This is an optimization exercise on Yosys and OpenROAD, whose aim is small area, not a production implementation.
Function was checked by simulation only, so behaviour that the tests miss may differ from the original.
Power figures rest on the tool's default switching activity, not on a simulated workload.

--- design/flow/design.v ---
`default_nettype none
module rapcore (
    input  wire SCK,
    input  wire CS,
    input  wire COPI,
    output wire CIPO,
    output wire CHARGEPUMP,
    input  wire [0:0] analog_cmp1,
    output wire [0:0] analog_out1,
    input  wire [0:0] analog_cmp2,
    output wire [0:0] analog_out2,
    output wire [0:0] PHASE_A1,
    output wire [0:0] PHASE_A2,
    output wire [0:0] PHASE_B1,
    output wire [0:0] PHASE_B2,
    output wire [0:0] PHASE_A1_H,
    output wire [0:0] PHASE_A2_H,
    output wire [0:0] PHASE_B1_H,
    output wire [0:0] PHASE_B2_H,
    input  wire [0:0] ENC_B,
    input  wire [0:0] ENC_A,
    output wire BUFFER_DTR,
    output wire MOVE_DONE,
    input  wire HALT,
    input  wire [0:0] STEPINPUT,
    input  wire [0:0] DIRINPUT,
    input  wire [0:0] ENINPUT,
    output wire [0:0] STEPOUTPUT,
    output wire [0:0] ENOUTPUT,
    output wire [0:0] DIROUTPUT,
    input  resetn_in,
    input  CLK
);
  reg  [7:0] rst_cnt;
  wire       rstn = &rst_cnt;
  always @(posedge CLK)
    if (!resetn_in)  rst_cnt <= 8'd0;
    else if (!rstn)  rst_cnt <= rst_cnt + 8'd1;
  reg  [1:0] copi_s;
  reg  [1:0] cs_s;
  reg  [2:0] sck_s;
  reg  [2:0] txbit;
  reg  [7:0] rx_byte;
  reg        byte_pulse;    
  wire       cs_act   = ~cs_s[1];
  wire       sck_rise = ~sck_s[2] &  sck_s[1];
  wire       sck_fall =  sck_s[2] & ~sck_s[1];
  always @(posedge CLK) begin
    sck_s <= {sck_s[1:0], SCK};
    byte_pulse <= rstn & cs_act & sck_fall & (txbit == 3'd0);
    if (!rstn) begin
      copi_s  <= 2'b0;
      rx_byte <= 8'b0;
      txbit   <= 3'd7;
    end else begin
      copi_s <= {copi_s[0], COPI};
      cs_s   <= {cs_s[0], CS};
      if (cs_act) begin
        if (sck_rise)      rx_byte <= {rx_byte[6:0], copi_s[1]};
        else if (sck_fall) txbit   <= txbit - 3'd1;
      end else
        txbit <= 3'd7;
    end
  end
  reg  [2:0]  byte_count;
  reg  [63:0] wdr;
  reg         word_pulse;     
  always @(posedge CLK) begin
    word_pulse <= rstn & byte_pulse & (&byte_count);
    if (!rstn)
      byte_count <= 3'd0;
    else if (byte_pulse)
      byte_count <= byte_count + 3'd1;
    if (byte_pulse)
      wdr <= {rx_byte, wdr[63:8]};
  end
  reg step_in_r, dir_in_r, en_in_r;
  always @(posedge CLK) begin
    step_in_r <= STEPINPUT[0];
    dir_in_r  <= DIRINPUT[0];
    en_in_r   <= ENINPUT[0];
  end
  localparam [2:0] ST_IDLE = 3'b000, ST_OTHER = 3'b001, ST_MV1 = 3'b010,
                   ST_MV2 = 3'b011, ST_MV3 = 3'b111;
  reg  [2:0]  st;
  reg  [31:0] cfg_en, cfg_brake, cfg_div;
  reg  [31:0] send;
  reg         send_ext;      
  reg         send_valid;    
  reg         wmi;           
  reg  [1:0]  stepready;
  reg  [1:0]  mdir;          
  reg  [31:0] dur0, dur1;
  reg  [63:0] inc0, inc1;
  reg  signed [31:0] enc_count, enc_vel;
  reg  [31:0] tel_pos, tel_vel;
  reg         enc_faultn, stp_faultn;
  wire [9:0]  phase_angle;
  wire [7:0]  hdr      = wdr[63:56];
  wire        st_idle  = (st == ST_IDLE);
  wire        st_cfg   = st[2] & ~(st[1] & st[0]);
  wire        st_mv1   = (st == ST_MV1);
  wire        st_mv2   = (st == ST_MV2);
  wire        st_mv3   = (st == ST_MV3);
  wire        hdr_mv   = (hdr == 8'h01);
  wire        hdr_st   = (hdr == 8'hF1);
  wire        hdr_cf   = (hdr == 8'hF2);
  wire        idx_hi0  = ~|wdr[32:8];
  wire [7:0]  il       = wdr[7:0];
  wire s_ver  = idx_hi0 & (il == 8'd0);
  wire s_info = idx_hi0 & (il == 8'd1);
  wire s_ef   = idx_hi0 & (il == 8'd2);
  wire s_sf   = idx_hi0 & (il == 8'd3);
  wire s_pos  = idx_hi0 & (il == 8'd4);
  wire s_vel  = idx_hi0 & (il == 8'd68);
  wire s_ph   = idx_hi0 & (il == 8'd132);
  wire [31:0] status_val =
      ({32{s_ver}}  & 32'h01000300) |
      ({32{s_info}} & 32'h20200101) |
      {31'b0, (s_ef & enc_faultn) | (s_sf & stp_faultn)} |
      ({32{s_pos}}  & enc_count) |
      ({32{s_vel}}  & enc_vel) |
      ({32{s_ph}}   & {22'b0, phase_angle});
  wire c_rd   = idx_hi0 & (il[7:2] == 6'd0) & ~(il[1] & il[0]);
  wire [31:0] cfg_val =
      ({32{~il[1] & ~il[0]}} & cfg_en) |
      ({32{~il[1] &  il[0]}} & cfg_brake) |
      ({32{ il[1] & ~il[0]}} & cfg_div);
  wire rd_st  = st_idle & hdr_st;
  wire rd_cf  = st_idle & hdr_cf & c_rd;
  wire [31:0] send_d =
      ({32{rd_st}}  & status_val) |
      ({32{rd_cf}}  & cfg_val) |
      ({32{st_mv1}} & tel_pos) |
      ({32{st_mv2}} & tel_vel);
  wire send_ext_d = (rd_st & ((s_pos & enc_count[31]) | (s_vel & enc_vel[31]))) |
                    (st_mv1 & tel_pos[31]) | (st_mv2 & tel_vel[31]);
  always @(posedge CLK) begin
    if (word_pulse) begin
      send     <= send_d;
      send_ext <= send_ext_d;
    end
    if (!rstn) begin
      st         <= ST_IDLE;
      send_valid <= 1'b0;
      cfg_en     <= 32'd0;
      cfg_brake  <= 32'd0;
      cfg_div    <= 32'd40;
      wmi        <= 1'b0;
      stepready  <= 2'b0;
      mdir       <= 2'b0;
    end else if (word_pulse) begin
      send_valid <= 1'b1;
      if (st_idle) begin
        if (hdr_mv) begin
          st <= ST_MV1;
          if (wmi) mdir[1] <= wdr[0]; else mdir[0] <= wdr[0];
        end else if (hdr_cf & (il <= 8'd2))
          st <= {1'b1, il[1:0]};
        else if (hdr != 8'h00)
          st <= ST_OTHER;
      end else if (st_mv1)
        st <= ST_MV2;
      else if (st_mv2)
        st <= ST_MV3;
      else begin
        st <= ST_IDLE;
        if (st_mv3) begin
          wmi <= ~wmi;
          if (wmi) stepready[1] <= ~stepready[1]; else stepready[0] <= ~stepready[0];
        end
        if (st_cfg) begin
          if (st[1:0] == 2'd0) cfg_en    <= wdr[31:0];
          if (st[1:0] == 2'd1) cfg_brake <= wdr[31:0];
          if (st[1:0] == 2'd2) cfg_div   <= wdr[31:0];
        end
      end
    end
  end
  always @(posedge CLK) begin
    if (word_pulse & st_mv1 & ~wmi) dur0 <= wdr[31:0];
    if (word_pulse & st_mv1 &  wmi) dur1 <= wdr[31:0];
    if (word_pulse & st_mv2 & ~wmi) inc0 <= wdr;
    if (word_pulse & st_mv2 &  wmi) inc1 <= wdr;
  end
  reg  moveind;
  wire dir_o = (moveind ? mdir[1] : mdir[0]) ^ dir_in_r;
  wire en_o  = cfg_en[0] | en_in_r;
  assign STEPOUTPUT = step_in_r;
  assign DIROUTPUT  = dir_o;
  assign ENOUTPUT   = en_o;
  reg  [7:0] div_acc;
  reg        tick_q, tick_rise_q;
  wire       dda_tick  = (div_acc == cfg_div[7:0]);
  wire       tick_rise = dda_tick & ~tick_q;
  always @(posedge CLK) begin
    tick_q      <= dda_tick;
    tick_rise_q <= tick_rise;
    if (!rstn)         div_acc <= 8'd0;
    else if (dda_tick) div_acc <= 8'd0;
    else               div_acc <= div_acc + 8'd1;
  end
  reg        move_done, finishedmove;
  reg  [1:0] stepfinished;
  reg  [31:0] tdc;
  wire processing = moveind ? (stepfinished[1] ^ stepready[1]) : (stepfinished[0] ^ stepready[0]);
  wire loading    =  finishedmove & processing;
  wire executing  = ~finishedmove & processing;
  wire [32:0] tz;    
  assign tz[0] = 1'b1;
  genvar h, g;
  generate
    for (h = 0; h < 32; h = h + 1) begin : g_tdc
      assign tz[h+1] = tz[h] & ~tdc[h];
    end
  endgenerate
  wire tdc_zero   = tz[32];
  wire finish     = tdc_zero & executing;
  wire dda_step   = tick_rise & executing;     
  wire dda_dec    = tick_rise_q & executing;   
  always @(posedge CLK) begin
    if (loading)      tdc <= moveind ? dur1 : dur0;
    else if (dda_dec) tdc <= tdc ^ tz[31:0];
    if (!rstn) begin
      move_done    <= 1'b0;
      finishedmove <= 1'b1;
      stepfinished <= 2'b0;
      moveind      <= 1'b0;
    end else begin
      if (loading) finishedmove <= 1'b0;
      if (finish) begin
        finishedmove <= 1'b1;
        move_done    <= ~move_done;
        moveind      <= ~moveind;
        if (moveind) stepfinished[1] <= ~stepfinished[1];
        else         stepfinished[0] <= ~stepfinished[0];
      end
    end
  end
  assign MOVE_DONE  = move_done;
  assign BUFFER_DTR = ~((stepfinished[0] ^ stepready[0]) & (stepfinished[1] ^ stepready[1]));
  wire [63:0] inc_sel = moveind ? inc1 : inc0;
  rapcore_dda dda (
    .clk(CLK), .rstn(rstn), .loading(loading), .dda_step(dda_step),
    .inc_sel(inc_sel), .phase_angle(phase_angle));
  reg  [2:0]  a_s, b_s;
  reg  [31:0] velw;
  wire step_a = a_s[1] ^ a_s[2];
  wire step_b = b_s[1] ^ b_s[2];
  wire enc_step = step_a ^ step_b;
  wire enc_dir  = a_s[1] ^ b_s[2];
  wire [31:0] velw_inc = velw + 32'd1;
  wire [32:0] ct;
  assign ct[0] = 1'b1;
  generate
    for (g = 0; g < 32; g = g + 1) begin : g_cnt
      assign ct[g+1] = ct[g] & ~(enc_count[g] ^ enc_dir);
    end
  endgenerate
  wire [31:0] count_nx = enc_count ^ ct[31:0];
  always @(posedge CLK) begin
    if (!rstn) begin
      enc_count  <= 32'd0;
      enc_vel    <= 32'd0;
      velw       <= 32'hFFFFFFFF;
      enc_faultn <= 1'b1;
      a_s        <= 3'b0;
      b_s        <= 3'b0;
    end else begin
      a_s  <= {a_s[1:0], ENC_A[0]};
      b_s  <= {b_s[1:0], ENC_B[0]};
      if (step_a & step_b) enc_faultn <= 1'b0;
      if (enc_step) begin
        enc_count <= count_nx;
        enc_vel   <= enc_dir ? velw_inc : ~velw;
        velw      <= 32'hFFFFFFFF;
      end else
        velw <= velw_inc;
    end
  end
  always @(posedge CLK)
    if (finishedmove) begin
      tel_pos <= enc_count;
      tel_vel <= enc_vel;
    end
  reg        ms_en;
  reg  [2:0] step_r;
  reg  [1:0] dir_r;
  reg  [7:0] phase_ct;
  wire [8:0] pt;
  assign pt[0] = 1'b1;
  generate
    for (g = 0; g < 8; g = g + 1) begin : g_pct
      assign pt[g+1] = pt[g] & ~(phase_ct[g] ^ dir_r[1]);
    end
  endgenerate
  always @(posedge CLK) begin
    step_r <= {step_r[1:0], step_in_r};
    dir_r  <= {dir_r[0], dir_o};
    if (!rstn) begin
      ms_en    <= 1'b0;
      phase_ct <= 8'd0;
    end else begin
      ms_en <= en_o;
      if (step_r == 3'b001)
        phase_ct <= phase_ct ^ pt[7:0];
    end
  end
  reg  [9:0] off0, off1;
  reg        run0, run1, done0, done1;
  reg  [5:0] mo0, mo1;
  wire off0_z = (off0 == 10'd0);
  wire off1_z = (off1 == 10'd0);
  wire blank0_z = (mo0 <= 6'd27);
  wire blank1_z = (mo1 <= 6'd27);
  wire start0 = analog_cmp1[0] & blank0_z & off0_z;
  wire start1 = analog_cmp2[0] & blank1_z & off1_z;
  always @(posedge CLK) begin
    if (!rstn) begin
      off0 <= 10'd0; run0 <= 1'b0; done0 <= 1'b0;
      off1 <= 10'd0; run1 <= 1'b0; done1 <= 1'b0;
      mo0 <= 6'd0; mo1 <= 6'd0;
    end else begin
      if (start0) begin off0 <= 10'd810; run0 <= 1'b1; end
      else if (!off0_z) off0 <= off0 - 10'd1;
      else if (run0) done0 <= 1'b1;
      if (start1) begin off1 <= 10'd810; run1 <= 1'b1; end
      else if (!off1_z) off1 <= off1 - 10'd1;
      else if (run1) done1 <= 1'b1;
      if (done0) mo0 <= 6'd54; else if (mo0 != 6'd0) mo0 <= mo0 - 6'd1;
      if (done1) mo1 <= 6'd54; else if (mo1 != 6'd0) mo1 <= mo1 - 6'd1;
    end
    if (done0) begin run0 <= 1'b0; done0 <= 1'b0; end
    if (done1) begin run1 <= 1'b0; done1 <= 1'b0; end
  end
  wire fault0 = ~off0_z & (mo0 != 6'd0);
  wire fault1 = ~off1_z & (mo1 != 6'd0);
  always @(posedge CLK)
    if (!rstn)          stp_faultn <= 1'b1;
    else if (stp_faultn) stp_faultn <= ms_en ? ~(fault0 | fault1) : 1'b1;
  wire s1 = phase_ct[7];
  wire s2 = ~phase_ct[7];
  wire s3 = phase_ct[7] ^ phase_ct[6];
  wire s4 = ~(phase_ct[7] ^ phase_ct[6]);
  wire fast0 = (off0 >= 10'd706);
  wire fast1 = (off1 >= 10'd706);
  wire slow0 = ~off0_z & ~fast0;
  wire slow1 = ~off1_z & ~fast1;
  wire a1_h = ~slow0 & (fast0 ^ s1);
  wire a2_h = ~slow0 & (fast0 ^ s2);
  wire b1_h = ~slow1 & (fast1 ^ s3);
  wire b2_h = ~slow1 & (fast1 ^ s4);
  wire a1_l = slow0 | ~(fast0 ^ s1);
  wire a2_l = slow0 | ~(fast0 ^ s2);
  wire b1_l = slow1 | ~(fast1 ^ s3);
  wire b2_l = slow1 | ~(fast1 ^ s4);
  assign PHASE_A1   = a1_l | ~ms_en;
  assign PHASE_A2   = a2_l | ~ms_en;
  assign PHASE_B1   = b1_l | ~ms_en;
  assign PHASE_B2   = b2_l | ~ms_en;
  assign PHASE_A1_H = a1_h & stp_faultn & ms_en;
  assign PHASE_A2_H = a2_h & stp_faultn & ms_en;
  assign PHASE_B1_H = b1_h & stp_faultn & ms_en;
  assign PHASE_B2_H = b2_h & stp_faultn & ms_en;
  reg [4:0] cp_cnt;
  reg       cp;
  always @(posedge CLK)
    if (!rstn) begin
      cp_cnt <= 5'd0; cp <= 1'b0;
    end else if (cp_cnt == 5'd20) begin
      cp_cnt <= 5'd0; cp <= ~cp;
    end else
      cp_cnt <= cp_cnt + 5'd1;
  assign CHARGEPUMP = cp;
  reg  [6:0] pos_d;
  always @(posedge CLK) pos_d <= phase_ct[6:0];
  wire [5:0] ci1 = pos_d[6] ? pos_d[5:0] : ~pos_d[5:0];
  wire [5:0] ci2 = ~ci1;
  function is_tab(input [7:0] c);   
    is_tab =
      (c == 8'd6) |
      (c == 8'd13) |
      (c == 8'd19) |
      (c == 8'd25) |
      (c == 8'd31) |
      (c == 8'd37) |
      (c == 8'd44) |
      (c == 8'd50) |
      (c == 8'd56) |
      (c == 8'd62) |
      (c == 8'd68) |
      (c == 8'd74) |
      (c == 8'd80) |
      (c == 8'd86) |
      (c == 8'd92) |
      (c == 8'd98) |
      (c == 8'd103) |
      (c == 8'd109) |
      (c == 8'd115) |
      (c == 8'd120) |
      (c == 8'd126) |
      (c == 8'd131) |
      (c == 8'd136) |
      (c == 8'd142) |
      (c == 8'd147) |
      (c == 8'd152) |
      (c == 8'd157) |
      (c == 8'd162) |
      (c == 8'd167) |
      (c == 8'd171) |
      (c == 8'd176) |
      (c == 8'd180) |
      (c == 8'd185) |
      (c == 8'd189) |
      (c == 8'd193) |
      (c == 8'd197) |
      (c == 8'd201) |
      (c == 8'd205) |
      (c == 8'd208) |
      (c == 8'd212) |
      (c == 8'd215) |
      (c == 8'd219) |
      (c == 8'd222) |
      (c == 8'd225) |
      (c == 8'd228) |
      (c == 8'd231) |
      (c == 8'd233) |
      (c == 8'd236) |
      (c == 8'd238) |
      (c == 8'd240) |
      (c == 8'd242) |
      (c == 8'd244) |
      (c == 8'd246) |
      (c == 8'd247) |
      (c == 8'd249) |
      (c == 8'd250) |
      (c == 8'd251) |
      (c == 8'd252) |
      (c == 8'd253);
  endfunction
  reg [10:0] pwm_ctr;
  reg [6:0]  kc;
  wire       pw_lo  = pwm_ctr[10:8] == 3'd0;
  wire       pw_wrap = pwm_ctr > 11'd1024;
  wire [7:0] pc = pwm_ctr[7:0];
  wire [1:0] kdec = (pc == 8'd255) ? 2'd3 : (pc == 8'd254) ? 2'd2 : {1'b0, is_tab(pc)};
  always @(posedge CLK) begin
    if (!en_o)        pwm_ctr <= 11'd0;
    else if (pw_wrap) pwm_ctr <= 11'd0;
    else              pwm_ctr <= pwm_ctr + 11'd1;
    if (!en_o | pw_wrap) kc <= 7'd64;
    else if (pw_lo)      kc <= kc - {5'd0, kdec};
  end
  assign analog_out1 = en_o & pw_lo & ({1'b0, ci1} < kc);
  assign analog_out2 = en_o & pw_lo & ({1'b0, ci2} < kc);
  wire [4:0] bsel = {byte_count[1:0], txbit};
  wire tx_bit = byte_count[2] ? send_ext : send[bsel];
  assign CIPO = cs_act & send_valid & tx_bit;
endmodule
module rapcore_dda (
    input  wire        clk,
    input  wire        rstn,
    input  wire        loading,
    input  wire        dda_step,
    input  wire [63:0] inc_sel,
    output wire [9:0]  phase_angle
);
  reg  [63:0] incr;
  reg  [3:1]  ic;
  reg  [72:0] acc;
  reg  [3:1]  ac;
  wire        i_en = dda_step | loading;
  wire [63:0] i_a  = incr & {64{~loading}};
  wire [63:0] i_b  = inc_sel & {64{i_en}};
  wire [63:0] i_s;
  wire [4:0]  i_cin;    
  wire [4:1]  i_cout;   
  wire [3:0]  i_ones;   
  assign i_cin[0] = 1'b0;
  wire [72:0] incr_x = {{9{incr[63]}}, incr};
  wire [72:0] acc_s;
  wire [3:0]  a_cin;
  wire [4:1]  a_cout;
  assign a_cin[0] = 1'b0;
  genvar g, j;
  generate
    for (j = 0; j < 4; j = j + 1) begin : g_iblk
      wire [16:0] c;
      assign c[0] = i_cin[j];
      for (g = 0; g < 16; g = g + 1) begin : g_bit
        wire x = i_a[16*j+g], y = i_b[16*j+g];
        assign i_s[16*j+g] = x ^ y ^ c[g];
        assign c[g+1] = (x & y) | (c[g] & (x ^ y));
      end
      assign i_cout[j+1] = c[16];
      assign i_ones[j] = &incr[16*j+15:16*j];
      if (j > 0) begin : g_cin
        assign i_cin[j] = ~loading & (ic[j] | (i_cin[j-1] & i_ones[j-1]));
      end
    end
    for (j = 0; j < 4; j = j + 1) begin : g_ablk
      localparam integer LO = 18 * j;
      localparam integer W  = (j == 3) ? 19 : 18;
      wire [W:0] c;
      assign c[0] = a_cin[j];
      for (g = 0; g < W; g = g + 1) begin : g_bit
        wire x = acc[LO+g], y = incr_x[LO+g];
        assign acc_s[LO+g] = x ^ y ^ c[g];
        assign c[g+1] = (x & y) | (c[g] & (x ^ y));
      end
      assign a_cout[j+1] = c[W];
      if (j > 0) begin : g_cin
        assign a_cin[j] = ac[j];
      end
    end
  endgenerate
  always @(posedge clk) begin
    if (i_en) incr[15:0] <= i_s[15:0];
    incr[63:16] <= i_s[63:16];
    ic <= {3{dda_step}} & i_cout[3:1];
    if (!rstn) begin
      acc <= 73'd0;
      ac  <= 3'd0;
    end else if (dda_step) begin
      acc <= acc_s;
      ac  <= a_cout[3:1];
    end
  end
  wire ph_k1 = ac[1] & (&acc[35:18]);
  wire ph_k2 = (ac[2] | ph_k1) & (&acc[53:37]) & (acc[36] | (ac[2] & ph_k1));
  wire ph_k3 = (ac[3] | ph_k2) & (&acc[62:55]) & (acc[54] | (ac[3] & ph_k2));
  assign phase_angle = acc[72:63] + {9'd0, ph_k3};
endmodule
--- design/flow/config.mk ---
export PLATFORM = sky130hd
export DESIGN_NAME = rapcore
export DESIGN_NICKNAME = rapcore
export VERILOG_FILES = /design/flow/design.v
export SDC_FILE = /design/flow/constraint.sdc
export NUM_CORES = 4
export LEC_CHECK = 0
export CAP_MARGIN = 20
export CORE_MARGIN = 2
export CORE_UTILIZATION = 65
export CTS_BUF_LIST = sky130_fd_sc_hd__clkbuf_8
export CTS_CLUSTER_SIZE = 25
export SLEW_MARGIN = 20
--- design/flow/constraint.sdc ---
create_clock -name core_clock -period 10.0 [get_ports {CLK}]
set_input_delay 2.0000 -clock core_clock [delete_from_list [all_inputs] [get_ports {CLK}]]
set_output_delay 2.0000 -clock core_clock [all_outputs]
set_load 0.01 [all_outputs]
--- design/flow/run.sh ---
#!/bin/bash
# synth_recipe.tcl (not shown) runs the flow's synth.tcl, then flattens the netlist and writes it again
# the make line also repeats each setting of config.mk as NAME=value (left out here)
make -C /OpenROAD-flow-scripts/flow DESIGN_CONFIG=/design/flow/config.mk WORK_HOME=/design/flow/orfs CLKGATE_MAP_FILE= SYNTH_SCRIPT=/design/flow/synth_recipe.tcl finish
==> flow_summary.toml, run 1 <==
[status]
run_status = "finished clean"

[clock_network]
path_clk_slew_ns = 0.06
cts_tree = "built"
hold_buffers = 0
clock_tree.buffer_depth = 3
cts_repair_resize_count = 0
clock-root-buffer = "sky130_fd_sc_hd__clkbuf_8"
cts.sink_count = 867
post-cts-setup-buffers = 0
clk-insertion-delay-late_ns = 0.78
tritoncts.num_buffers = 143
cts_max_level = 4

[timing]
unrepaired_setup_endpoints_after_global_routing = "no"
totalNegativeSetupSlack_ns = 0
whs_ns = 0.334
final.period_utilization_pct = 92.7
final-max-slew-violation-count = 0
max-slew-margin-rel_pct = 31.2
fin_crit_ns = 9.27
total_of_endpoints_with_negative_setup_slack_in_the_final_report = 0
max_freq_mhz = 108
finalHoldViolCount = 0
worstMarginPinSlew_ns = 1.03
final_setup_skew_ns = 0.0351

[synthesis]
postSynth.topFlopCell = "sky130_fd_sc_hd__dfxtp_1"
post_synth_edffs = 403
postSynthRegisterBits = 867
synth_cell_type_count = 82
synth_sequential_area_ratio_pct = 55.0
postSynth.asyncResetShare_pct = 0
synth_nets = 3765
ys.warnings.count = 2
postSynthCellCount = 3548
syn_area_um2 = 38900
avgSynthCellArea_um2 = 11.0

[power]
report.power.total_uw = 6710
power.density_nw_per_um2 = 158
leakagePower_uw = 0.0144
irDropWorstVdd_mv = 0.128

[global_route]
antenna_found_initial = 1
overflow = 0
grt_pass1_vias = 25600
grt_first_pass_wirelength_um = 135000
grt_start_max_net_pins = 86
global_route.usage.total_pct = 27.2

[routing]
avgRoutedWirePerCell_um = 18.4
route.layer.met1.wl_um = 36100
route.antenna.remaining_nets = 0
drtPass1Iterations = 19
highest_metal_layer_with_signal_wires = "met4"
post-route-drc-count = 0
route.met3.wl_um = 4430
vias = 25700
met2WireLength_um = 39600
total_wirelength_of_the_detailed_routed_design_um = 81900
vias_per_cell = 5.78
initialDrtViolationCount = 1882

[die]
design.core.area_um2 = 59100
initial_utilization_pct = 65.8
ioPinCount = 30
fp-row-count = 89
floorplan.die.width_um = 249
die_area_um2 = 61800
die_h_um = 249

[finish]
fraction_of_final_layout_cells_with_drive_strength_greater_than_1_pct = 8.08
synthToLayoutAreaGrowth_pct = 9.37
final_nets = 3774
final_core_utilization_pct = 71.9

[place]
post-dp-hpwl_um = 53600
gp_routability_congestion = 0.840
portBuffers = 28

[worst_setup_path]
worstPathRequired_ns = 10.68
r2r_setup_slack_ns = 0.73
critPathKind = "flop to flop"
endpoint_class_of_the_critical_path = "flop"
worst-path-max-fanout = 4
crit_arrival_ns = 9.95
kind_of_start_point_of_the_critical_path = "flop"

[min_path]
hold_path_class = "flop to flop"

[run]
cap_violations = 0
==> cell usage in the layout (no fill, tap or decap), types with 9 or more instances in the layout <==
cell,netlist,final
sky130_fd_sc_hd__and4_1,15,14
sky130_fd_sc_hd__and2_1,68,68
sky130_fd_sc_hd__o21ai_0,96,96
sky130_fd_sc_hd__nand2b_1,14,13
sky130_fd_sc_hd__inv_1,123,185
sky130_fd_sc_hd__buf_4,1,38
sky130_fd_sc_hd__fa_1,134,134
sky130_fd_sc_hd__dfxtp_1,464,459
sky130_fd_sc_hd__mux2_2,15,15
sky130_fd_sc_hd__and3_1,26,25
sky130_fd_sc_hd__clkinv_1,1,11
sky130_fd_sc_hd__nor2b_1,45,44
sky130_fd_sc_hd__xnor2_1,116,116
sky130_fd_sc_hd__nand4_1,38,38
sky130_fd_sc_hd__nor3b_1,9,9
sky130_fd_sc_hd__mux2i_1,202,202
sky130_fd_sc_hd__nor3_1,58,54
sky130_fd_sc_hd__or3_1,25,25
sky130_fd_sc_hd__a21oi_1,294,294
sky130_fd_sc_hd__clkdlybuf4s50_1,0,28
sky130_fd_sc_hd__nand3b_1,17,17
sky130_fd_sc_hd__nor4_1,25,25
sky130_fd_sc_hd__clkbuf_8,0,170
sky130_fd_sc_hd__nand3_1,56,54
sky130_fd_sc_hd__nor2_1,316,311
sky130_fd_sc_hd__nand2_1,475,474
sky130_fd_sc_hd__xor2_1,61,61
sky130_fd_sc_hd__ha_1,70,69
sky130_fd_sc_hd__edfxtp_1,403,403
sky130_fd_sc_hd__a211oi_1,55,55
==> synth_stat cells, drive strengths merged, types with 14 or more instances <==
cell,number,area (um2)
mux2,15,169
edfxtp,403,12100
nor4,27,181
or3,25,156
nand2,475,1780
inv,123,462
nand3,57,290
dfxtp,464,9290
xor2,62,551
mux2i,204,2050
buf,44,204
nor3,59,300
nand4,38,238
nand2b,14,87.6
ha,70,876
clkbuf,158,594
fa,134,2680
a21oi,294,1470
nor2b,45,282
nor2,316,1190
and4,15,131
o21ai,100,504
nand3b,17,128
and3,26,163
and2,68,425
a211oi,56,425
xnor2,117,1040
==> worst max-delay path, cell delays in order, from the launching register on <==
cell                      delay, ns
sky130_fd_sc_hd__dfxtp_1       0.35
sky130_fd_sc_hd__inv_1         0.08
sky130_fd_sc_hd__fa_1          0.17
sky130_fd_sc_hd__inv_1         0.06
sky130_fd_sc_hd__fa_1          0.45
sky130_fd_sc_hd__fa_1          0.47
sky130_fd_sc_hd__fa_1          0.47
sky130_fd_sc_hd__fa_1          0.47
sky130_fd_sc_hd__fa_1          0.47
sky130_fd_sc_hd__fa_1          0.46
sky130_fd_sc_hd__fa_1          0.46
sky130_fd_sc_hd__fa_1          0.49
sky130_fd_sc_hd__fa_1          0.47
sky130_fd_sc_hd__fa_1          0.46
sky130_fd_sc_hd__fa_1          0.48
sky130_fd_sc_hd__fa_1          0.48
sky130_fd_sc_hd__fa_1          0.46
sky130_fd_sc_hd__fa_1          0.46
sky130_fd_sc_hd__fa_1          0.46
sky130_fd_sc_hd__fa_1          0.46
sky130_fd_sc_hd__fa_1          0.45
sky130_fd_sc_hd__xnor2_1       0.14
sky130_fd_sc_hd__or3_1         0.34
sky130_fd_sc_hd__a21oi_1       0.14
==> state kept, by name (all words and copies together), names as in the netlist, 64 cells and up <==
name / flops
dda.acc: 73
dda.incr: 64
inc0: 64
inc1: 64
wdr: 64
==> final timing paths <==
path                          start                  endpoint  cells after the start
max          dda.ac[3]$_SDFFE_PN0P_  dda.acc[72]$_SDFFE_PN0P_                     23
max reg2reg  dda.ac[3]$_SDFFE_PN0P_  dda.acc[72]$_SDFFE_PN0P_                     23
min                sck_s[0]$_DFF_P_          sck_s[1]$_DFF_P_                      0
min reg2reg        sck_s[0]$_DFF_P_          sck_s[1]$_DFF_P_                      0
==> routing by layer <==
layer	track usage, %	vias up
met5	0	-
li1	-	12300
met1	37.1	12500
met3	4.42	134
met4	8.99	0
met2	45.0	705
==> where the power goes <==
part,switching (uW),internal (uW),leakage (uW)
clock,1390,1600,0.00165
sequential,5.49,3680,0.00668
combinational,20.0,18.2,0.00604
total,1410,5300,0.0144
==> cell type report <==
class                   count  area, um2
multi-input cells        2355      16300
fillers                  4212      16600
flip-flops and latches    867      21400
repair buffers             66        566
inverters                 124        465
diodes                      1       2.50
well taps                 773        967
clock buffers             170       2340
clock inverters            94        475
==> metrics by stage <==
stage	instance area [um2]	setup slack [ns]	std cells
2_1_floorplan	38900	0.402	3548
3_3_place_gp	39700	0.900	4185
3_5_place_dp	39700	0.703	4185
4_1_cts	42500	0.675	4449
5_1_grt	42500	0.343	4450
6_report	42500	0.730	4450
==> kinds of logic (layout without fill, tap and decap cells) <==
kind of cell	count (synthesis)	count (layout)	share of synthesized area (%)
buffers and inverters	326	454	3.25
and+or+nand+nor	1221	1221	14.6
adders and majority gates	205	205	9.17
other	0	1	0
muxes	227	227	6.17
xor gates and xnor gates	179	179	4.10
DFF	867	867	55.0
AOI/OAI and AO/OA	523	523	7.74
==> run 2: changes to the inputs <==
--- a/design/flow/config.mk
+++ b/design/flow/config.mk
@@ -9,5 +9,6 @@
 export CORE_MARGIN = 2
 export CORE_UTILIZATION = 65
 export CTS_BUF_LIST = sky130_fd_sc_hd__clkbuf_8
-export CTS_CLUSTER_SIZE = 25
+export CTS_CLUSTER_DIAMETER = 70
+export CTS_CLUSTER_SIZE = 16
 export SLEW_MARGIN = 20
==> run 2 against run 1 <==
Register-to-register slack is essentially flat; worst setup slack got worse by 0.0040 ns; die area unchanged; still clean; clock power decreased by 44%; cell count down 3.4%; critical path depth did not move; synthesized cell count unchanged; critical endpoint unchanged; synthesized area is the same.
==> flow_summary.toml, run 2 <==
[status]
run_status = "finished clean"

[timing]
max-slew-margin-rel_pct = 30.0
unrepaired_setup_endpoints_after_global_routing = "no"
totalNegativeSetupSlack_ns = 0
max_freq_mhz = 108
final.period_utilization_pct = 92.7
total_of_endpoints_with_negative_setup_slack_in_the_final_report = 0
finalHoldViolCount = 0
fin_crit_ns = 9.27
final-max-slew-violation-count = 0
final_setup_skew_ns = 0.0576
worstMarginPinSlew_ns = 1.05

[worst_setup_path]
endpoint_class_of_the_critical_path = "flop"
worstReg2RegEnd = "dda.acc[72]$_SDFFE_PN0P_"
timing.critical_path.max_delay_family = "adder cells"
crit_arrival_ns = 9.91
r2r_cells = 23
worst-path-max-fanout = 4
worst_path_max_delay_cell = "sky130_fd_sc_hd__fa_1"
critPathKind = "flop to flop"
worst_path_most_repeated_cell = "sky130_fd_sc_hd__fa_1"
worst_r2r_startpoint = "dda.acc[54]$_SDFFE_PN0P_"
critical_path.n_buffers_inverters = 2
timing.critical_path.slowest_cell_delay_ns = 0.49
crit_chain = "inv_1 > fa_1 > inv_1 > fa_1 > fa_1 > fa_1 > fa_1 > fa_1 > fa_1 > fa_1 > fa_1 > fa_1 > fa_1 > fa_1 > fa_1 > fa_1 > fa_1 > fa_1 > fa_1 > fa_1 > xnor2_1 > or3_1 > a21oi_1"
r2r_setup_slack_ns = 0.73
crit_cells = 23
kind_of_start_point_of_the_critical_path = "flop"
worstPathRequired_ns = 10.64

[synthesis]
postSynthCellCount = 3548
avgSynthCellArea_um2 = 11.0
most_used_standard_cell_by_instance_count_after_synthesis = "sky130_fd_sc_hd__nand2_1"
synthDominantAreaCellType = "sky130_fd_sc_hd__edfxtp_1"
post_synth_mux_area_share_pct = 6.17
post_synth_edffs = 403
synth.top_cells.by_count = "475 x sky130_fd_sc_hd__nand2_1, 464 x sky130_fd_sc_hd__dfxtp_1, 403 x sky130_fd_sc_hd__edfxtp_1, 316 x sky130_fd_sc_hd__nor2_1, 294 x sky130_fd_sc_hd__a21oi_1"
synth_cell_type_count = 82
netlist_top_cells_area = "sky130_fd_sc_hd__edfxtp_1 31%, sky130_fd_sc_hd__dfxtp_1 24%, sky130_fd_sc_hd__fa_1 6.9%"
synth-adder-area-share_pct = 9.17
ys.warnings.count = 2
synth_top_family_by_area = "simple AND/OR/NAND/NOR gates"
post_synth_and_or_nand_nor_area_fraction_pct = 14.6
postSynthRegisterBits = 867
yosys.area_share.xor_xnor_pct = 4.10
area_fraction_in_compound_gates_after_synthesis_pct = 7.74
postSynth.asyncResetShare_pct = 0
synth_sequential_area_ratio_pct = 55.0
synth_nets = 3765
synth_top_cell_area_share_pct = 31.1
syn_area_um2 = 38900
postSynth.topFlopCell = "sky130_fd_sc_hd__dfxtp_1"

[clock_network]
clk-insertion-delay-late_ns = 0.74
cts_repair_resize_count = 0
hold_buffers = 0
cts.sink_count = 867
post-cts-setup-buffers = 0
clock_tree.buffer_depth = 3
cts_tree = "built"
tritoncts.num_buffers = 60
path_clk_slew_ns = 0.10
clock-root-buffer = "sky130_fd_sc_hd__clkbuf_8"
cts_max_level = 2

[place]
post-dp-hpwl_um = 53600
gp_routability_congestion = 0.840
post-place-cells = 4185
portBuffers = 28

[die]
ioPinCount = 30
initial_utilization_pct = 65.8
fp-row-count = 89
die_h_um = 249
die_area_um2 = 61800
floorplan.die.width_um = 249
design.core.area_um2 = 59100

[finish]
fraction_of_final_layout_cells_with_drive_strength_greater_than_1_pct = 4.88
final_nets = 3691
largest_reg_flops = 73
post_layout_nonfiller_instances = 4297
nFillCells = 4403
final_cell_mix = "474 x sky130_fd_sc_hd__nand2_1, 459 x sky130_fd_sc_hd__dfxtp_1, 403 x sky130_fd_sc_hd__edfxtp_1, 311 x sky130_fd_sc_hd__nor2_1, 294 x sky130_fd_sc_hd__a21oi_1"
final_core_utilization_pct = 69.0
largest-register = "dda.acc"
final_common_cell = "sky130_fd_sc_hd__nand2_1"
synthToLayoutAreaGrowth_pct = 4.85

[global_route]
grt-busiest-layer = "met2"
grt_start_max_net_pins = 86
global_route.usage.total_pct = 26.3
met3_usage_pct = 3.11
grt_use_met2_pct = 44.2
grt_first_pass_wirelength_um = 131000
antenna_found_initial = 1
global_route.usage.met1_pct = 36.9
grt_pass1_vias = 24600
overflow = 0

[power]
leakagePower_uw = 0.0134
power.density_nw_per_um2 = 132
irDropWorstVdd_mv = 0.111

[min_path]
hold_path_startpoint = "sck_s[0]$_DFF_P_"
worst_hold_path.num_cells = 0
hold_path_end = "sck_s[1]$_DFF_P_"
hold_path_class = "flop to flop"

[run]
cap_violations = 0

[routing]
initialDrtViolationCount = 1809
vias = 25000
route.antenna.remaining_nets = 0
drtPass1Iterations = 20
post-route-drc-count = 0
vias_per_cell = 5.83
avgRoutedWirePerCell_um = 18.7
total_wirelength_of_the_detailed_routed_design_um = 80300
==> run 2: cell counts after synthesis <==
Identical to the previous run, type by type.
==> run 2: metal layers <==
layer | up-vias | routed length [um] | part of all wire [%]
met5 | - | 0 | 0
met4 | 0 | 1500 | 1.9
met3 | 97 | 4030 | 5.0
met2 | 623 | 38900 | 49
met1 | 12200 | 35800 | 45
li1 | 12100 | - | -
==> run 2: cells by family after synthesis <==
kind of cell | count (synthesis)
AND/OR/NAND/NOR | 1221
buffers and inverters | 326
XOR/XNOR | 179
AO/OA/AOI/OAI | 523
multiplexers | 227
adder cells (fa/ha/maj) | 205
flip-flops | 867
==> run 2: stage by stage <==
stage	total power, uW	hold WS [ns]	worst slack, ns	instance area [um2]
CTS	5450	0.344	0.677	40800
finish	5400	0.341	0.727	40800
global route	5580	0.353	0.348	40800
detailed placement	3800	0.314	0.703	39700
global placement	3800	0.318	0.900	39700
floorplan	3790	0.310	0.402	38900
==> run 2: worst max-delay path by stage <==
| stage | start | endpoint |
|---|---|---|
| 6_report | dda.acc[54]$_SDFFE_PN0P_ | dda.acc[72]$_SDFFE_PN0P_ |
| 5_1_grt | dda.acc[54]$_SDFFE_PN0P_ | dda.acc[72]$_SDFFE_PN0P_ |
| 4_1_cts | dda.acc[54]$_SDFFE_PN0P_ | dda.acc[72]$_SDFFE_PN0P_ |
| 3_5_place_dp | dda.incr[54]$_DFF_P_ | dda.acc[72]$_SDFFE_PN0P_ |
| 3_3_place_gp | dda.acc[54]$_SDFFE_PN0P_ | dda.acc[72]$_SDFFE_PN0P_ |
| 2_1_floorplan | finishedmove$_SDFFE_PP1P_ | dda.incr[31]$_DFF_P_ |
==> run 2: report_power, final <==
part	leakage, uW	internal (uW)	total [uW]	switching, uW
Clock	0.000695	586	1680	1090
Combinational	0.00604	18.3	38.3	20.0
Sequential	0.00668	3680	3680	5.50
Total	0.0134	4280	5400	1120
==> run 2: cell type report <==
cell class              count  area, um2  share of cell area, %
clock buffers              63        867                   2.13
multi-input cells        2355      16300                   40.0
diodes                      1       2.50                0.00614
repair buffers             66        566                   1.39
inverters                 124        465                   1.14
well taps                 773        967                   2.37
clock inverters            48        190                  0.466
flip-flops and latches    867      21400                   52.5
==> run 3: changes to the inputs <==
--- a/design/flow/config.mk
+++ b/design/flow/config.mk
@@ -8,7 +8,7 @@
 export CAP_MARGIN = 20
 export CORE_MARGIN = 2
 export CORE_UTILIZATION = 65
-export CTS_BUF_LIST = sky130_fd_sc_hd__clkbuf_8
-export CTS_CLUSTER_DIAMETER = 70
-export CTS_CLUSTER_SIZE = 16
+export CTS_BUF_LIST = sky130_fd_sc_hd__clkbuf_16
+export CTS_CLUSTER_DIAMETER = 120
+export CTS_CLUSTER_SIZE = 30
 export SLEW_MARGIN = 20
==> run 3 against run 2 <==
Critical path depth did not move; clock-buffer cell count shrank 26; sequential share of layout area rose by 0.055 points; still clean; largest cell class unchanged; worst hold slack got worse by 0.00060 ns; maximum frequency hardly changed; cell area shrank 0.10%.
==> flow_summary.toml, run 3 <==
[status]
run_status = "finished clean"

[synthesis]
netlist_top_cells_area = "sky130_fd_sc_hd__edfxtp_1 31%, sky130_fd_sc_hd__dfxtp_1 24%, sky130_fd_sc_hd__fa_1 6.9%"
synth.top_cells.by_count = "475 x sky130_fd_sc_hd__nand2_1, 464 x sky130_fd_sc_hd__dfxtp_1, 403 x sky130_fd_sc_hd__edfxtp_1, 316 x sky130_fd_sc_hd__nor2_1, 294 x sky130_fd_sc_hd__a21oi_1"
synthDominantAreaCellType = "sky130_fd_sc_hd__edfxtp_1"
synth_cell_type_count = 82
post_synth_edffs = 403
most_used_standard_cell_by_instance_count_after_synthesis = "sky130_fd_sc_hd__nand2_1"
postSynth.topFlopCell = "sky130_fd_sc_hd__dfxtp_1"
postSynthCellCount = 3548
synth_sequential_area_ratio_pct = 55.0
synth_top_cell_area_share_pct = 31.1
postSynth.asyncResetShare_pct = 0
ys.warnings.count = 2
synth_nets = 3765
syn_area_um2 = 38900
avgSynthCellArea_um2 = 11.0
postSynthRegisterBits = 867

[routing]
vias_per_cell = 5.87
drtPass1Iterations = 20
route.antenna.remaining_nets = 0
post-route-drc-count = 0
avgRoutedWirePerCell_um = 18.8
total_wirelength_of_the_detailed_routed_design_um = 79800
initialDrtViolationCount = 1887
vias = 24900

[die]
floorplan.die.width_um = 249
initial_utilization_pct = 65.8
design.core.area_um2 = 59100
die_h_um = 249
ioPinCount = 30
fp-row-count = 89
die_area_um2 = 61800

[worst_setup_path]
critPathCapture = "dda.acc[72]$_SDFFE_PN0P_"
cp-startpoint = "dda.acc[54]$_SDFFE_PN0P_"
worst_r2r_startpoint = "dda.acc[54]$_SDFFE_PN0P_"
worst_path_most_repeated_cell = "sky130_fd_sc_hd__fa_1"
r2r_cells = 23
r2r_setup_slack_ns = 0.73
timing.critical_path.max_delay_family = "adder cells"
endpoint_class_of_the_critical_path = "flop"
worst_path_max_delay_cell = "sky130_fd_sc_hd__fa_1"
crit_cells = 23
timing.critical_path.slowest_cell_delay_ns = 0.49
crit_chain = "inv_1 > fa_1 > inv_1 > fa_1 > fa_1 > fa_1 > fa_1 > fa_1 > fa_1 > fa_1 > fa_1 > fa_1 > fa_1 > fa_1 > fa_1 > fa_1 > fa_1 > fa_1 > fa_1 > fa_1 > xnor2_1 > or3_1 > a21oi_1"
crit_arrival_ns = 9.79
kind_of_start_point_of_the_critical_path = "flop"
critPathKind = "flop to flop"
worstReg2RegEnd = "dda.acc[72]$_SDFFE_PN0P_"
worstPathRequired_ns = 10.52
critical_path.n_buffers_inverters = 2
worst-path-max-fanout = 4

[global_route]
grt_pass1_vias = 24400
overflow = 0
antenna_found_initial = 0
grt_first_pass_wirelength_um = 131000
global_route.usage.total_pct = 26.2
grt_start_max_net_pins = 86

[power]
share_clk_of_total_power_pct = 31.7
comb_power_share_pct = 0.7
leakagePower_uw = 0.0133
p_int_uw = 4380
power.sequential.fraction_pct = 67.6
switching_fraction_of_total_power_pct = 19.6
power.net_switching_uw = 1070
power.density_nw_per_um2 = 134
irDropWorstVdd_mv = 0.133

[finish]
nFillCells = 4357
antenna_cells_inserted = 0
largest_reg_flops = 73
final_nets = 3665
synthToLayoutAreaGrowth_pct = 4.74
fraction_of_final_layout_cells_with_drive_strength_greater_than_1_pct = 4.12
final_cell_mix = "474 x sky130_fd_sc_hd__nand2_1, 459 x sky130_fd_sc_hd__dfxtp_1, 403 x sky130_fd_sc_hd__edfxtp_1, 311 x sky130_fd_sc_hd__nor2_1, 294 x sky130_fd_sc_hd__a21oi_1"
largest-register = "dda.acc"
final_common_cell = "sky130_fd_sc_hd__nand2_1"
post_layout_nonfiller_instances = 4246

[min_path]
hold_path_class = "flop to flop"
hold_path_startpoint = "sck_s[0]$_DFF_P_"

[timing]
final-max-slew-violation-count = 0
worstMarginPinSlew_ns = 1.04
final_setup_skew_ns = 0.0234
whs_ns = 0.340
max_freq_mhz = 108
unrepaired_setup_endpoints_after_global_routing = "no"
finalHoldViolCount = 0
fin_crit_ns = 9.27
total_of_endpoints_with_negative_setup_slack_in_the_final_report = 0
final.period_utilization_pct = 92.7
max-slew-margin-rel_pct = 30.7
totalNegativeSetupSlack_ns = 0

[place]
post-dp-hpwl_um = 53600
portBuffers = 28
post-place-cells = 4185
gp_routability_congestion = 0.840

[clock_network]
cts_repair_resize_count = 0
clk-insertion-delay-late_ns = 0.60
cts.sink_count = 867
cts_tree = "built"
clock-root-buffer = "sky130_fd_sc_hd__clkbuf_16"
hold_buffers = 0
tritoncts.num_buffers = 34
cts_max_level = 2
clock_tree.buffer_depth = 3
path_clk_slew_ns = 0.11
post-cts-setup-buffers = 0

[run]
cap_violations = 0
-- run 3: changes by cell type in the layout (fill, tap and decap cells not counted), sizes merged --
cell / change
clkbuf: -26
inv: -21
clkinvlp: -2
clkinv: -1
diode: -1
-- run 3: cell type report --
class                   count  area [um2]  area share, %
clock buffers              37         926           2.27
repair buffers             66         566           1.39
multi-input cells        2355       16300           40.1
flip-flops and latches    867       21400           52.5
clock inverters            24        91.3          0.224
well taps                 773         967           2.37
inverters                 124         465           1.14
-- run 3: logic make-up after synthesis --
kind of cell / synth area share (%)
AND/OR/NAND/NOR: 14.6
buffers and inverters: 3.25
flip-flops: 55.0
adder cells (fa/ha/maj): 9.17
XOR/XNOR: 4.10
AO/OA/AOI/OAI: 7.74
multiplexers: 6.17
-- run 3: power by group through the flow --
stage / Sequential (uW) / Combinational, uW / Clock [uW]
floorplan: 3760 / 26.5 / 0
global placement: 3760 / 36.9 / 0
detailed placement: 3760 / 38.0 / 0
CTS: 3680 / 38.2 / 1780
global route: 3690 / 42.8 / 1890
finish: 3680 / 38.2 / 1720
-- run 3: how the worst min path moves through the flow --
| stage | endpoint | slack [ns] | depth (start not counted) |
|---|---|---|---|
| 6_report | sck_s[1]$_DFF_P_ | 0.34 | 0 |
| 2_1_floorplan | dir_r[1]$_DFF_P_ | 0.31 | 0 |
| 4_1_cts | sck_s[1]$_DFF_P_ | 0.34 | 0 |
| 3_3_place_gp | sck_s[1]$_DFF_P_ | 0.32 | 0 |
| 3_5_place_dp | sck_s[1]$_DFF_P_ | 0.31 | 0 |
| 5_1_grt | sck_s[1]$_DFF_P_ | 0.35 | 0 |
-- run 3: metrics by stage --
stage | util, % | worst slack, ns | total power (uW) | cell area, um2
final | 68.9 | 0.729 | 5450 | 40700
after global routing | 68.9 | 0.332 | 5610 | 40700
after CTS | 68.9 | 0.665 | 5500 | 40700
after detailed placement | 67.2 | 0.703 | 3800 | 39700
after global placement | 67.2 | 0.900 | 3800 | 39700
after floorplan | - | 0.402 | 3790 | 38900
-- run 3: per-layer routing --
| layer | global-route usage (%) | wire length, um |
|---|---|---|
| met1 | 36.7 | 35700 |
| met2 | 44.4 | 39000 |
| met3 | 2.72 | 3530 |
| met4 | 5.92 | 1490 |
| met5 | 0 | 0 |
==> run 4: changes to the inputs <==
--- a/design/flow/design.v
+++ b/design/flow/design.v
@@ -143,9 +143,6 @@
     if (!rstn) begin
       st         <= ST_IDLE;
       send_valid <= 1'b0;
-      cfg_en     <= 32'd0;
-      cfg_brake  <= 32'd0;
-      cfg_div    <= 32'd40;
       wmi        <= 1'b0;
       stepready  <= 2'b0;
       mdir       <= 2'b0;
@@ -169,14 +166,16 @@
           wmi <= ~wmi;
           if (wmi) stepready[1] <= ~stepready[1]; else stepready[0] <= ~stepready[0];
         end
-        if (st_cfg) begin
-          if (st[1:0] == 2'd0) cfg_en    <= wdr[31:0];
-          if (st[1:0] == 2'd1) cfg_brake <= wdr[31:0];
-          if (st[1:0] == 2'd2) cfg_div   <= wdr[31:0];
-        end
       end
     end
   end
+  wire        cfg_wr = word_pulse & st_cfg;
+  wire [31:0] cfg_wd = wdr[31:0] & {32{rstn}};
+  always @(posedge CLK) begin
+    if (~rstn | (cfg_wr & (st[1:0] == 2'd0))) cfg_en    <= cfg_wd;
+    if (~rstn | (cfg_wr & (st[1:0] == 2'd1))) cfg_brake <= cfg_wd;
+    if (~rstn | (cfg_wr & (st[1:0] == 2'd2))) cfg_div   <= cfg_wd | {26'd0, ~rstn, 1'b0, ~rstn, 3'd0};
+  end
   always @(posedge CLK) begin
     if (word_pulse & st_mv1 & ~wmi) dur0 <= wdr[31:0];
     if (word_pulse & st_mv1 &  wmi) dur1 <= wdr[31:0];
@@ -251,7 +250,7 @@
   wire enc_dir  = a_s[1] ^ b_s[2];
   wire [31:0] velw_inc = velw + 32'd1;
   wire [32:0] ct;
-  assign ct[0] = 1'b1;
+  assign ct[0] = enc_step;
   generate
     for (g = 0; g < 32; g = g + 1) begin : g_cnt
       assign ct[g+1] = ct[g] & ~(enc_count[g] ^ enc_dir);
@@ -270,8 +269,8 @@
       a_s  <= {a_s[1:0], ENC_A[0]};
       b_s  <= {b_s[1:0], ENC_B[0]};
       if (step_a & step_b) enc_faultn <= 1'b0;
+      enc_count <= count_nx;
       if (enc_step) begin
-        enc_count <= count_nx;
         enc_vel   <= enc_dir ? velw_inc : ~velw;
         velw      <= 32'hFFFFFFFF;
       end else
@@ -288,7 +287,7 @@
   reg  [1:0] dir_r;
   reg  [7:0] phase_ct;
   wire [8:0] pt;
-  assign pt[0] = 1'b1;
+  assign pt[0] = (step_r == 3'b001);
   generate
     for (g = 0; g < 8; g = g + 1) begin : g_pct
       assign pt[g+1] = pt[g] & ~(phase_ct[g] ^ dir_r[1]);
@@ -302,8 +301,7 @@
       phase_ct <= 8'd0;
     end else begin
       ms_en <= en_o;
-      if (step_r == 3'b001)
-        phase_ct <= phase_ct ^ pt[7:0];
+      phase_ct <= phase_ct ^ pt[7:0];
     end
   end
   reg  [9:0] off0, off1;
@@ -515,8 +513,7 @@
     end
   endgenerate
   always @(posedge clk) begin
-    if (i_en) incr[15:0] <= i_s[15:0];
-    incr[63:16] <= i_s[63:16];
+    incr <= i_s;
     ic <= {3{dda_step}} & i_cout[3:1];
     if (!rstn) begin
       acc <= 73'd0;
==> design/flow/config.mk (replaced) <==
export PLATFORM = sky130hd
export DESIGN_NAME = rapcore
export DESIGN_NICKNAME = rapcore
export VERILOG_FILES = /design/flow/design.v
export SDC_FILE = /design/flow/constraint.sdc
export NUM_CORES = 4
export LEC_CHECK = 0
export ABC_AREA = 1
export CAP_MARGIN = 20
export CORE_MARGIN = 2
export CORE_UTILIZATION = 65
export CTS_BUF_LIST = sky130_fd_sc_hd__clkbuf_8
export CTS_CLUSTER_DIAMETER = 70
export CTS_CLUSTER_SIZE = 16
export SLEW_MARGIN = 20
==> run 4 against run 3 <==
Maximum frequency is 1.9% higher; global-route usage rose by 1.4 points; cell area shrank 1.2%; worst setup slack improved by 0.17 ns; clock power decreased by 3%; still clean; synthesized cell count up 4.0%; critical path depth up 1; register-to-register slack improved by 0.17 ns; largest power group unchanged; routed wire length increased by 2.5%; sequential cell count unchanged; sequential power rose by 1%.
==> flow_summary.toml, run 4 <==
[die]
floorplan.die.width_um = 246
die_area_um2 = 60700
ioPinCount = 30
fp-row-count = 88
initial_utilization_pct = 65.9
die_h_um = 246
design.core.area_um2 = 57900

[power]
power.net_switching_uw = 1110
power.density_nw_per_um2 = 135
leakagePower_uw = 0.0156
irDropWorstVdd_mv = 0.125
comb_power_share_pct = 0.6
p_int_uw = 4320
power.sequential.fraction_pct = 68.7
share_clk_of_total_power_pct = 30.7
switching_fraction_of_total_power_pct = 20.5

[routing]
route.antenna.remaining_nets = 0
vias = 25600
drtPass1Iterations = 5
vias_per_cell = 5.70
total_wirelength_of_the_detailed_routed_design_um = 81800
avgRoutedWirePerCell_um = 18.2
initialDrtViolationCount = 1973
post-route-drc-count = 0

[finish]
final_common_cell = "sky130_fd_sc_hd__inv_1"
largest-register = "dda.acc"
nFillCells = 4387
multiInputGateArea_um2 = 13800
area.sequential_um2 = 22200
synthToLayoutAreaGrowth_pct = 5.49
largest_reg_flops = 73
fraction_of_final_layout_cells_with_drive_strength_greater_than_1_pct = 5.96
final_nets = 3894
final_core_utilization_pct = 69.5
final_cell_mix = "500 x sky130_fd_sc_hd__inv_1, 483 x sky130_fd_sc_hd__edfxtp_1, 481 x sky130_fd_sc_hd__nand2_1, 453 x sky130_fd_sc_hd__nor2_1, 381 x sky130_fd_sc_hd__dfxtp_1"
post_layout_nonfiller_instances = 4491

[worst_setup_path]
crit_arrival_ns = 9.70
r2r_setup_slack_ns = 0.90
kind_of_start_point_of_the_critical_path = "flop"
worstPathRequired_ns = 10.60
worst-path-max-fanout = 4
endpoint_class_of_the_critical_path = "flop"
worst_r2r_startpoint = "dda.ac[3]$_SDFFE_PN0P_"
critPathKind = "flop to flop"
worstReg2RegEnd = "dda.acc[72]$_SDFFE_PN0P_"
critPathCapture = "dda.acc[72]$_SDFFE_PN0P_"
cp-startpoint = "dda.ac[3]$_SDFFE_PN0P_"
r2r_cells = 24

[synthesis]
most_used_standard_cell_by_instance_count_after_synthesis = "sky130_fd_sc_hd__edfxtp_1"
synth_top_cell_area_share_pct = 38.0
synth_nets = 3908
avgSynthCellArea_um2 = 10.3
synth_sequential_area_ratio_pct = 58.1
synth.top_cells.by_count = "483 x sky130_fd_sc_hd__edfxtp_1, 481 x sky130_fd_sc_hd__nand2_1, 465 x sky130_fd_sc_hd__nor2_1, 456 x sky130_fd_sc_hd__inv_1, 384 x sky130_fd_sc_hd__dfxtp_1"
syn_area_um2 = 38200
synth_cell_type_count = 61
postSynth.topFlopCell = "sky130_fd_sc_hd__edfxtp_1"
postSynth.asyncResetShare_pct = 0
ys.warnings.count = 2
post_synth_edffs = 483
postSynthRegisterBits = 867
synthDominantAreaCellType = "sky130_fd_sc_hd__edfxtp_1"
netlist_top_cells_area = "sky130_fd_sc_hd__edfxtp_1 38%, sky130_fd_sc_hd__dfxtp_1 20%, sky130_fd_sc_hd__fa_1 7.0%"
postSynthCellCount = 3689

[min_path]
hold_path_class = "flop to flop"

[global_route]
grt_first_pass_wirelength_um = 131000
grt_pass1_vias = 25100
global_route.usage.met1_pct = 37.8
overflow = 0
antenna_found_initial = 1
global_route.usage.total_pct = 27.6
grt-busiest-layer = "met2"
grt_use_met2_pct = 46.5
grt_start_max_net_pins = 86
met3_usage_pct = 3.34

[clock_network]
post-cts-setup-buffers = 0
cts.sink_count = 867
cts_repair_resize_count = 0
path_clk_slew_ns = 0.11
clock_tree.buffer_depth = 3
tritoncts.num_buffers = 60
cts_tree = "built"
clk-insertion-delay-late_ns = 0.71
clock-root-buffer = "sky130_fd_sc_hd__clkbuf_8"
hold_buffers = 0
cts_max_level = 2

[timing]
max_freq_mhz = 110
fin_crit_ns = 9.10
final-max-slew-violation-count = 0
postLayoutSetupSlackWorst_ns = 0.899
finalHoldViolCount = 0
max-slew-margin-rel_pct = 27.5
final.period_utilization_pct = 91.0
total_of_endpoints_with_negative_setup_slack_in_the_final_report = 0
whs_ns = 0.335
final_setup_skew_ns = 0.0220
totalNegativeSetupSlack_ns = 0
worstMarginPinSlew_ns = 1.08
unrepaired_setup_endpoints_after_global_routing = "no"

[status]
run_status = "finished clean"

[run]
cap_violations = 0

[place]
dp_worst_setup_slack_ns = 0.838
post-place-cells = 4377
post-dp-hpwl_um = 55400
portBuffers = 28
gp_routability_congestion = 0.869
## run 4: layout make-up
class | count | area share, %
clock inverter | 49 | 0.491
sequential | 867 | 55.1
clock buffer | 62 | 2.12
timing repair buffer | 61 | 1.33
antenna | 2 | 0.0124
inverter | 465 | 4.34
multi-input combinational | 2220 | 34.2
tap | 765 | 2.38
## run 4: cell families (layout without fill, tap and decap cells)
group,Yosys count,after routing,share of synthesized area (%)
buf+inv,602,637,6.02
compound gates,698,698,10.8
fa+ha+maj,206,206,9.39
flops,867,867,58.1
simple gates,1250,1250,14.1
xor+xnor,66,66,1.51
other cells,0,2,0
## run 4: per-stage QoR
step	total power [uW]	cell area, um2
final	5430	40300
after global routing	5610	40300
after CTS	5480	40200
after detailed placement	3840	39200
after global placement	3840	39200
after floorplan	3830	38200
## run 4: power groups by stage
stage / logic (uW) / registers [uW] / clock network, uW
after floorplan: 20.6 / 3810 / 0
after global placement: 32.0 / 3810 / 0
after detailed placement: 32.9 / 3810 / 0
after CTS: 33.1 / 3730 / 1720
after global routing: 37.4 / 3730 / 1840
final: 33.0 / 3730 / 1670
## run 4: how the worst min path moves through the flow
stage / startpoint / end / slack (ns) / cells past startpoint
floorplan: dir_r[0]$_DFF_P_ / dir_r[1]$_DFF_P_ / 0.31 / 0
global placement: dir_r[0]$_DFF_P_ / dir_r[1]$_DFF_P_ / 0.31 / 0
detailed placement: dir_r[0]$_DFF_P_ / dir_r[1]$_DFF_P_ / 0.31 / 0
CTS: dir_r[0]$_DFF_P_ / dir_r[1]$_DFF_P_ / 0.34 / 0
global route: dir_r[0]$_DFF_P_ / dir_r[1]$_DFF_P_ / 0.34 / 0
finish: dir_r[0]$_DFF_P_ / dir_r[1]$_DFF_P_ / 0.33 / 0
## run 4: routing by layer
layer  up-vias  part of all wire (%)
met1     12300                    43
met5         -                     0
met4         0                   2.6
met3       152                   6.0
li1      12300                     -
met2       760                    48
## run 4: critical path, stage by stage, from the launching register on
cell	delay (ns)
sky130_fd_sc_hd__dfxtp_1	0.36
sky130_fd_sc_hd__inv_1	0.08
sky130_fd_sc_hd__fa_1	0.16
sky130_fd_sc_hd__inv_1	0.05
sky130_fd_sc_hd__fa_1	0.45
sky130_fd_sc_hd__fa_1	0.47
sky130_fd_sc_hd__fa_1	0.46
sky130_fd_sc_hd__fa_1	0.46
sky130_fd_sc_hd__fa_1	0.46
sky130_fd_sc_hd__fa_1	0.46
sky130_fd_sc_hd__fa_1	0.47
sky130_fd_sc_hd__fa_1	0.51
sky130_fd_sc_hd__fa_1	0.47
sky130_fd_sc_hd__fa_1	0.46
sky130_fd_sc_hd__fa_1	0.46
sky130_fd_sc_hd__fa_1	0.46
sky130_fd_sc_hd__fa_1	0.46
sky130_fd_sc_hd__fa_1	0.46
sky130_fd_sc_hd__fa_1	0.46
sky130_fd_sc_hd__fa_1	0.46
sky130_fd_sc_hd__fa_1	0.44
sky130_fd_sc_hd__xor2_1	0.16
sky130_fd_sc_hd__nand2_1	0.08
sky130_fd_sc_hd__o21ai_0	0.19
sky130_fd_sc_hd__a21oi_1	0.06

==> what the ideal ports hide <==
How much do the figures lean on ideal ports? The routed layouts below were timed once more, with nothing changed but the port constraints.
Step 1: set_driving_cell puts a clkbuf_16 on CLK and a buf_2 on each other input, an assumption about the parent block.
Step 2 moves the port delays by t, midway between the first and last clock arrival at a register: inputs arrive t later, outputs are due t later. That takes back most of the time a late clock gives input paths.
a / b / c = no drivers / after step 1 / after step 2; a / b = the first two.
run | shift t [ns] | setup WS [ns] | hold WS [ns] | worst slew at a driven data input, ns
run 1 | 0.829 | 0.730 / 0.730 / 0.730 | 0.334 / 0.334 / 0.334 | 0.03
run 2 | 0.774 | 0.727 / 0.727 / 0.727 | 0.341 / 0.341 / 0.341 | 0.03
run 3 | 0.653 | 0.729 / 0.729 / 0.729 | 0.340 / 0.340 / 0.340 | 0.03
run 4 | 0.760 | 0.899 / 0.899 / 0.899 | 0.335 / 0.335 / 0.335 | 0.06
After both steps setup and hold are still met in every run listed.
